From an optimization exercise on the open Yosys and OpenROAD flow, aimed at small area, a short achievable clock period and few clock cycles per item; shortcuts taken in it are not production practice. The RTL was checked by simulation tests, not by an equivalence proof against the original design.

==> flow/design.v (excerpt) <==
module Convolution_without_pipeline(
    clk, rst_n, in_valid,
    In_IFM_1, In_IFM_2, In_IFM_3, In_IFM_4, In_IFM_5, In_IFM_6, In_IFM_7, In_IFM_8, In_IFM_9,
    In_Weight_1, In_Weight_2, In_Weight_3, In_Weight_4, In_Weight_5, In_Weight_6, In_Weight_7, In_Weight_8, In_Weight_9,
    out_valid, Out_OFM
    );
Settings: LEC_CHECK=0, CAP_MARGIN=20, CORE_MARGIN=2, CORE_UTILIZATION=50, GPL_ROUTABILITY_DRIVEN=0, SETUP_SLACK_MARGIN=4.4, SLEW_MARGIN=20, SYNTH_HIERARCHICAL=1, SYNTH_MINIMUM_KEEP_SIZE=0; clock period 10.0 ns.
standard.sh (not shown) runs the stock make flow with config.mk's settings and CLKGATE_MAP_FILE= SYNTH_SCRIPT=/design/flow/synth_recipe.tcl, a recipe that flattens the netlist after the stock synthesis.
==> flow/flow/run.sh <==
#!/bin/bash
# Own flow: the standard flow (standard.sh) with its synthesis unchanged.
# The layout steps only differ in two ways:
#  * the delay cells (clkdlybuf4s*, dlygate*, dlymetal*) are not used, so the
#    port buffers and the resizer use ordinary buffers instead;
#  * buffer_ports uses buf_2 for the port buffers.
set -euo pipefail
bash standard.sh synth > synth.log 2>&1
PLATFORM_DONT_USE="sky130_fd_sc_hd__probe_p_8 sky130_fd_sc_hd__probec_p_8 sky130_fd_sc_hd__lpflow_bleeder_1 sky130_fd_sc_hd__lpflow_clkbufkapwr_1 sky130_fd_sc_hd__lpflow_clkbufkapwr_16 sky130_fd_sc_hd__lpflow_clkbufkapwr_2 sky130_fd_sc_hd__lpflow_clkbufkapwr_4 sky130_fd_sc_hd__lpflow_clkbufkapwr_8 sky130_fd_sc_hd__lpflow_clkinvkapwr_1 sky130_fd_sc_hd__lpflow_clkinvkapwr_16 sky130_fd_sc_hd__lpflow_clkinvkapwr_2 sky130_fd_sc_hd__lpflow_clkinvkapwr_4 sky130_fd_sc_hd__lpflow_clkinvkapwr_8 sky130_fd_sc_hd__lpflow_decapkapwr_12 sky130_fd_sc_hd__lpflow_decapkapwr_3 sky130_fd_sc_hd__lpflow_decapkapwr_4 sky130_fd_sc_hd__lpflow_decapkapwr_6 sky130_fd_sc_hd__lpflow_decapkapwr_8 sky130_fd_sc_hd__lpflow_inputiso0n_1 sky130_fd_sc_hd__lpflow_inputiso0p_1 sky130_fd_sc_hd__lpflow_inputiso1n_1 sky130_fd_sc_hd__lpflow_inputiso1p_1 sky130_fd_sc_hd__lpflow_inputisolatch_1 sky130_fd_sc_hd__lpflow_isobufsrc_1 sky130_fd_sc_hd__lpflow_isobufsrc_16 sky130_fd_sc_hd__lpflow_isobufsrc_2 sky130_fd_sc_hd__lpflow_isobufsrc_4 sky130_fd_sc_hd__lpflow_isobufsrc_8 sky130_fd_sc_hd__lpflow_isobufsrckapwr_16 sky130_fd_sc_hd__lpflow_lsbuf_lh_hl_isowell_tap_1 sky130_fd_sc_hd__lpflow_lsbuf_lh_hl_isowell_tap_2 sky130_fd_sc_hd__lpflow_lsbuf_lh_hl_isowell_tap_4 sky130_fd_sc_hd__lpflow_lsbuf_lh_isowell_4 sky130_fd_sc_hd__lpflow_lsbuf_lh_isowell_tap_1 sky130_fd_sc_hd__lpflow_lsbuf_lh_isowell_tap_2 sky130_fd_sc_hd__lpflow_lsbuf_lh_isowell_tap_4"
DELAY_CELLS="sky130_fd_sc_hd__clkdlybuf4s15_1 sky130_fd_sc_hd__clkdlybuf4s15_2 sky130_fd_sc_hd__clkdlybuf4s18_1 sky130_fd_sc_hd__clkdlybuf4s18_2 sky130_fd_sc_hd__clkdlybuf4s25_1 sky130_fd_sc_hd__clkdlybuf4s25_2 sky130_fd_sc_hd__clkdlybuf4s50_1 sky130_fd_sc_hd__clkdlybuf4s50_2 sky130_fd_sc_hd__dlygate4sd1_1 sky130_fd_sc_hd__dlygate4sd2_1 sky130_fd_sc_hd__dlygate4sd3_1 sky130_fd_sc_hd__dlymetal6s2s_1 sky130_fd_sc_hd__dlymetal6s4s_1 sky130_fd_sc_hd__dlymetal6s6s_1"
bash standard.sh "DONT_USE_CELLS=$PLATFORM_DONT_USE $DELAY_CELLS" \
  "BUFFER_PORTS_ARGS=-buffer_cell sky130_fd_sc_hd__buf_2" finish > layout.log 2>&1
The first run finished clean.
Testbench counts at the start, summed over its fixed seeds: cycles 3,208, items 3,200.
Rerun with:
Settings changed: CORE_UTILIZATION 50 to 55, SETUP_SLACK_MARGIN 4.4 to 4.5.
Area after synthesis does not change.
Sequential cell count stays the same.
Wire length fell by 0.58%.
Worst setup slack gains 0.086 ns.
Hold slack gains 0.0079 ns.
Rerun with:
Settings changed: CORE_UTILIZATION 55 to 40.
Utilization shrinks by 15 points; sequential share of layout area shrinks by 0.12 points; cell area grows by 1.9%; area after synthesis is unchanged; setup slack loses 0.065 ns; maximum frequency shrinks by 1.2%.
Rerun with:
Settings changed: CORE_UTILIZATION 40 to 65, SETUP_SLACK_MARGIN 4.5 to 4.4.
Outcome:
- sequential cell count does not change
- final area falls by about 3.7%
- worst setup slack is about the same
- count of clock-buffer cells in the layout is unchanged
- cell count falls by 11%
- core utilization rises by 24 points
- synthesized area stays the same
- critical path depth falls by 2
Rerun with:
Settings changed: CORE_UTILIZATION 65 to 40.
Hold slack barely changes; via count hardly moves; utilization shrinks by 25 points; non-clock buffer count shrinks by 1; worst setup slack gets worse by 0.025 ns; synthesized area is unchanged; wire length grows by about 8%.
Rerun with:
Settings changed: CORE_UTILIZATION 40 to 55, SETUP_SLACK_MARGIN 4.4 to 4.3.
Critical path depth is unchanged.
Global-route usage went up by 7.4 points.
First-iteration DRC count went down by about 22%.
Die area went down by about 27%.
Sequential cell count does not change.
Worst hold slack gains 0.012 ns.


== alpha ==
Another version of the RTL of Convolution_without_pipeline (not shown whole).
For scale: ~1400 cells after synthesis, roughly 54 flip-flops, roughly 170 I/O pins, roughly 16000 µm² of cells after synthesis.
Settings: LEC_CHECK=0, CAP_MARGIN=20, CORE_MARGIN=2, CORE_UTILIZATION=40, SETUP_SLACK_MARGIN=4.4, SLEW_MARGIN=20, SYNTH_HIERARCHICAL=1, SYNTH_MINIMUM_KEEP_SIZE=0; clock period 10.0 ns.
run.sh (not shown) runs the stock make flow with config.mk's settings and CLKGATE_MAP_FILE= SYNTH_SCRIPT=/design/flow/synth_recipe.tcl, a recipe that flattens the netlist after the stock synthesis.
Stock flow here: none of the scripts above is used.
alpha ended with every stage complete and zero timing, DRC or antenna violations.
Testbench counts of alpha, summed over its fixed seeds: cycles 3,208, items 3,200.
Modified inputs, beta compared to alpha
Settings: SETUP_SLACK_MARGIN now 5, was 4.4; CORE_UTILIZATION now 60, was 40.
### Flow results
- Die outline width came out lower on beta than on alpha.
- Highest routing layer actually used: met4 -> alpha, met5 -> beta
- Diff alpha -> beta | critical path arrival | increase of 20 ps
- In the reports for alpha and beta, the smaller time the final worst path needs with I/O delays and setup belongs to alpha.
- Taking alpha as the reference, in beta core occupancy in the finished layout up 35 points, global-route wire length before repair -2.9 mm.
- Parity-gate share of the synthesized area counting xor and xnor cells: alpha vs beta, no meaningful difference
- Reported for alpha and beta, clock-buffer cell count turned out identical to the last digit.
- beta -> alpha: post-synthesis cell count delta 0, exact match
- alpha → beta: starting density of the core now larger, layout overhead on the synthesized area picked up an extra 19 points, hold slack roughly the same.
- beta vs alpha, most common cell after layout, fill and taps aside: sky130_fd_sc_hd__fa_2 vs sky130_fd_sc_hd__nand2_1
## Diff of input files: gamma against beta
Settings: SETUP_SLACK_MARGIN: 5 -> 4.5.
Results
All-layer global routing usage: lower on gamma
Total area of sequential cells: gamma vs beta, no meaningful difference
Utilization beta -> gamma: down
Summary: with beta as the reference, cell count in gamma moved down slightly.
Diff beta -> gamma: setup slack now larger, fmax comparable.
What delta does differently from gamma at the input level:
Settings: CORE_UTILIZATION changed from 60 to 40; SETUP_SLACK_MARGIN changed from 4.5 to 5.
Results
No run among gamma and delta stopped early or left any final violation; all are clean.
Compared with gamma, delta shows a first-pass GRT wire length that is about 8% higher.
delta: number of placement rows is 24% higher than what gamma reported.
Taking gamma as the reference, in delta sequential share of layout area now smaller, inserted tap cell count increased by about 60% relative to the old numbers, I/O pin count flat, cell area saw an increase.
Here is what was changed in the inputs of epsilon compared with delta.
Settings: SETUP_SLACK_MARGIN: 5 -> 4.6.
==> flow/flow/run.sh (new file) <==
#!/bin/bash
# Own flow: the standard flow (standard.sh) with its synthesis unchanged.
# The layout steps only differ in two ways:
#  * the delay cells (clkdlybuf4s*, dlygate*, dlymetal*) are not used, so the
#    port buffers and the resizer use ordinary buffers instead;
#  * buffer_ports uses buf_2 for the port buffers.
set -euo pipefail
bash standard.sh synth > synth.log 2>&1
PLATFORM_DONT_USE="sky130_fd_sc_hd__probe_p_8 sky130_fd_sc_hd__probec_p_8 sky130_fd_sc_hd__lpflow_bleeder_1 sky130_fd_sc_hd__lpflow_clkbufkapwr_1 sky130_fd_sc_hd__lpflow_clkbufkapwr_16 sky130_fd_sc_hd__lpflow_clkbufkapwr_2 sky130_fd_sc_hd__lpflow_clkbufkapwr_4 sky130_fd_sc_hd__lpflow_clkbufkapwr_8 sky130_fd_sc_hd__lpflow_clkinvkapwr_1 sky130_fd_sc_hd__lpflow_clkinvkapwr_16 sky130_fd_sc_hd__lpflow_clkinvkapwr_2 sky130_fd_sc_hd__lpflow_clkinvkapwr_4 sky130_fd_sc_hd__lpflow_clkinvkapwr_8 sky130_fd_sc_hd__lpflow_decapkapwr_12 sky130_fd_sc_hd__lpflow_decapkapwr_3 sky130_fd_sc_hd__lpflow_decapkapwr_4 sky130_fd_sc_hd__lpflow_decapkapwr_6 sky130_fd_sc_hd__lpflow_decapkapwr_8 sky130_fd_sc_hd__lpflow_inputiso0n_1 sky130_fd_sc_hd__lpflow_inputiso0p_1 sky130_fd_sc_hd__lpflow_inputiso1n_1 sky130_fd_sc_hd__lpflow_inputiso1p_1 sky130_fd_sc_hd__lpflow_inputisolatch_1 sky130_fd_sc_hd__lpflow_isobufsrc_1 sky130_fd_sc_hd__lpflow_isobufsrc_16 sky130_fd_sc_hd__lpflow_isobufsrc_2 sky130_fd_sc_hd__lpflow_isobufsrc_4 sky130_fd_sc_hd__lpflow_isobufsrc_8 sky130_fd_sc_hd__lpflow_isobufsrckapwr_16 sky130_fd_sc_hd__lpflow_lsbuf_lh_hl_isowell_tap_1 sky130_fd_sc_hd__lpflow_lsbuf_lh_hl_isowell_tap_2 sky130_fd_sc_hd__lpflow_lsbuf_lh_hl_isowell_tap_4 sky130_fd_sc_hd__lpflow_lsbuf_lh_isowell_4 sky130_fd_sc_hd__lpflow_lsbuf_lh_isowell_tap_1 sky130_fd_sc_hd__lpflow_lsbuf_lh_isowell_tap_2 sky130_fd_sc_hd__lpflow_lsbuf_lh_isowell_tap_4"
DELAY_CELLS="sky130_fd_sc_hd__clkdlybuf4s15_1 sky130_fd_sc_hd__clkdlybuf4s15_2 sky130_fd_sc_hd__clkdlybuf4s18_1 sky130_fd_sc_hd__clkdlybuf4s18_2 sky130_fd_sc_hd__clkdlybuf4s25_1 sky130_fd_sc_hd__clkdlybuf4s25_2 sky130_fd_sc_hd__clkdlybuf4s50_1 sky130_fd_sc_hd__clkdlybuf4s50_2 sky130_fd_sc_hd__dlygate4sd1_1 sky130_fd_sc_hd__dlygate4sd2_1 sky130_fd_sc_hd__dlygate4sd3_1 sky130_fd_sc_hd__dlymetal6s2s_1 sky130_fd_sc_hd__dlymetal6s4s_1 sky130_fd_sc_hd__dlymetal6s6s_1"
bash standard.sh "DONT_USE_CELLS=$PLATFORM_DONT_USE $DELAY_CELLS" \
  "BUFFER_PORTS_ARGS=-buffer_cell sky130_fd_sc_hd__buf_2" finish > layout.log 2>&1
==> flow/standard.sh (new file) <==
#!/bin/bash
# synth_recipe.tcl (not shown) runs the flow's synth.tcl, then flattens the netlist and writes it again
# the make line also repeats each setting of config.mk as NAME=value (left out here)
make -C /OpenROAD-flow-scripts/flow DESIGN_CONFIG=/design/flow/config.mk WORK_HOME=/design/flow/orfs CLKGATE_MAP_FILE= SYNTH_SCRIPT=/design/flow/synth_recipe.tcl "${@:-finish}"
removed: flow/run.sh
[summary]
Delta (epsilon minus delta): stage delay of the slowest cell on the critical path lost 80 ps; remaining max-slew budget at the tightest pin lost 5.2 points.
Detailed-routed wire length on met3 (epsilon / delta): 1.09
Comparing epsilon against delta, there is no change at all in instance count after placement with tap cells included.

-- static timing again, ports no longer ideal --
The flow's constraints put no driver on any port. The routed layouts listed below were extracted and timed again, unchanged, in two steps. Step 1: set_driving_cell puts a clkbuf_16 on clk and a buf_2 on each other input, an assumption about the parent block. Step 2 adds t to the input delays and takes it off the output delays; t is the mean of the earliest and latest rising clock arrival at the registers after step 1. Input paths then give back, and output paths get back, about the clock's delay inside the block. Three values: ideal ports, drivers, drivers and shift; two values: the first two.
| run | shift t [ns] | setup slack, ns | hold WS [ns] | worst setup path after step 2 | worst register clock-pin slew, ns |
|---|---|---|---|---|---|
| the first run of note 1 | 0.353 | 4.473 / 4.478 / 4.133 | 1.435 / 1.414 / 1.768 | input to register | 0.09 / 0.09 |
| the second run of note 1 | 0.352 | 4.559 / 4.547 / 4.214 | 1.443 / 1.422 / 1.775 | input to register | 0.08 / 0.08 |
| the third run of note 1 | 0.355 | 4.494 / 4.445 / 4.228 | 1.442 / 1.413 / 1.768 | input to register | 0.08 / 0.08 |
| the fourth run of note 1 | 0.360 | 4.494 / 4.446 / 4.158 | 1.435 / 1.409 / 1.769 | input to register | 0.09 / 0.09 |
| the fifth run of note 1 | 0.364 | 4.469 / 4.419 / 4.154 | 1.433 / 1.403 / 1.767 | input to register | 0.08 / 0.08 |
| the sixth run of note 1 | 0.350 | 4.466 / 4.423 / 4.141 | 1.445 / 1.430 / 1.781 | input to register | 0.07 / 0.07 |
| alpha | 0.353 | 4.452 / 4.405 / 4.128 | 1.819 / 1.799 / 2.152 | input to register | 0.08 / 0.08 |
| beta | 0.361 | 4.428 / 4.373 / 4.362 | 1.820 / 1.794 / 2.155 | input to register | 0.08 / 0.08 |
| gamma | 0.360 | 4.434 / 4.384 / 4.208 | 1.826 / 1.802 / 2.162 | input to register | 0.08 / 0.08 |
| delta | 0.354 | 4.586 / 4.537 / 4.442 | 1.816 / 1.792 / 2.146 | input to register | 0.08 / 0.08 |
| epsilon | 0.364 | 4.501 / 4.453 / 4.283 | 1.429 / 1.400 / 1.764 | input to register | 0.09 / 0.09 |
After both steps every run listed still meets setup and hold. The setup slack of the second run of note 1, which loses most, moves by -0.012 ns with the drivers and by -0.345 ns with both steps.
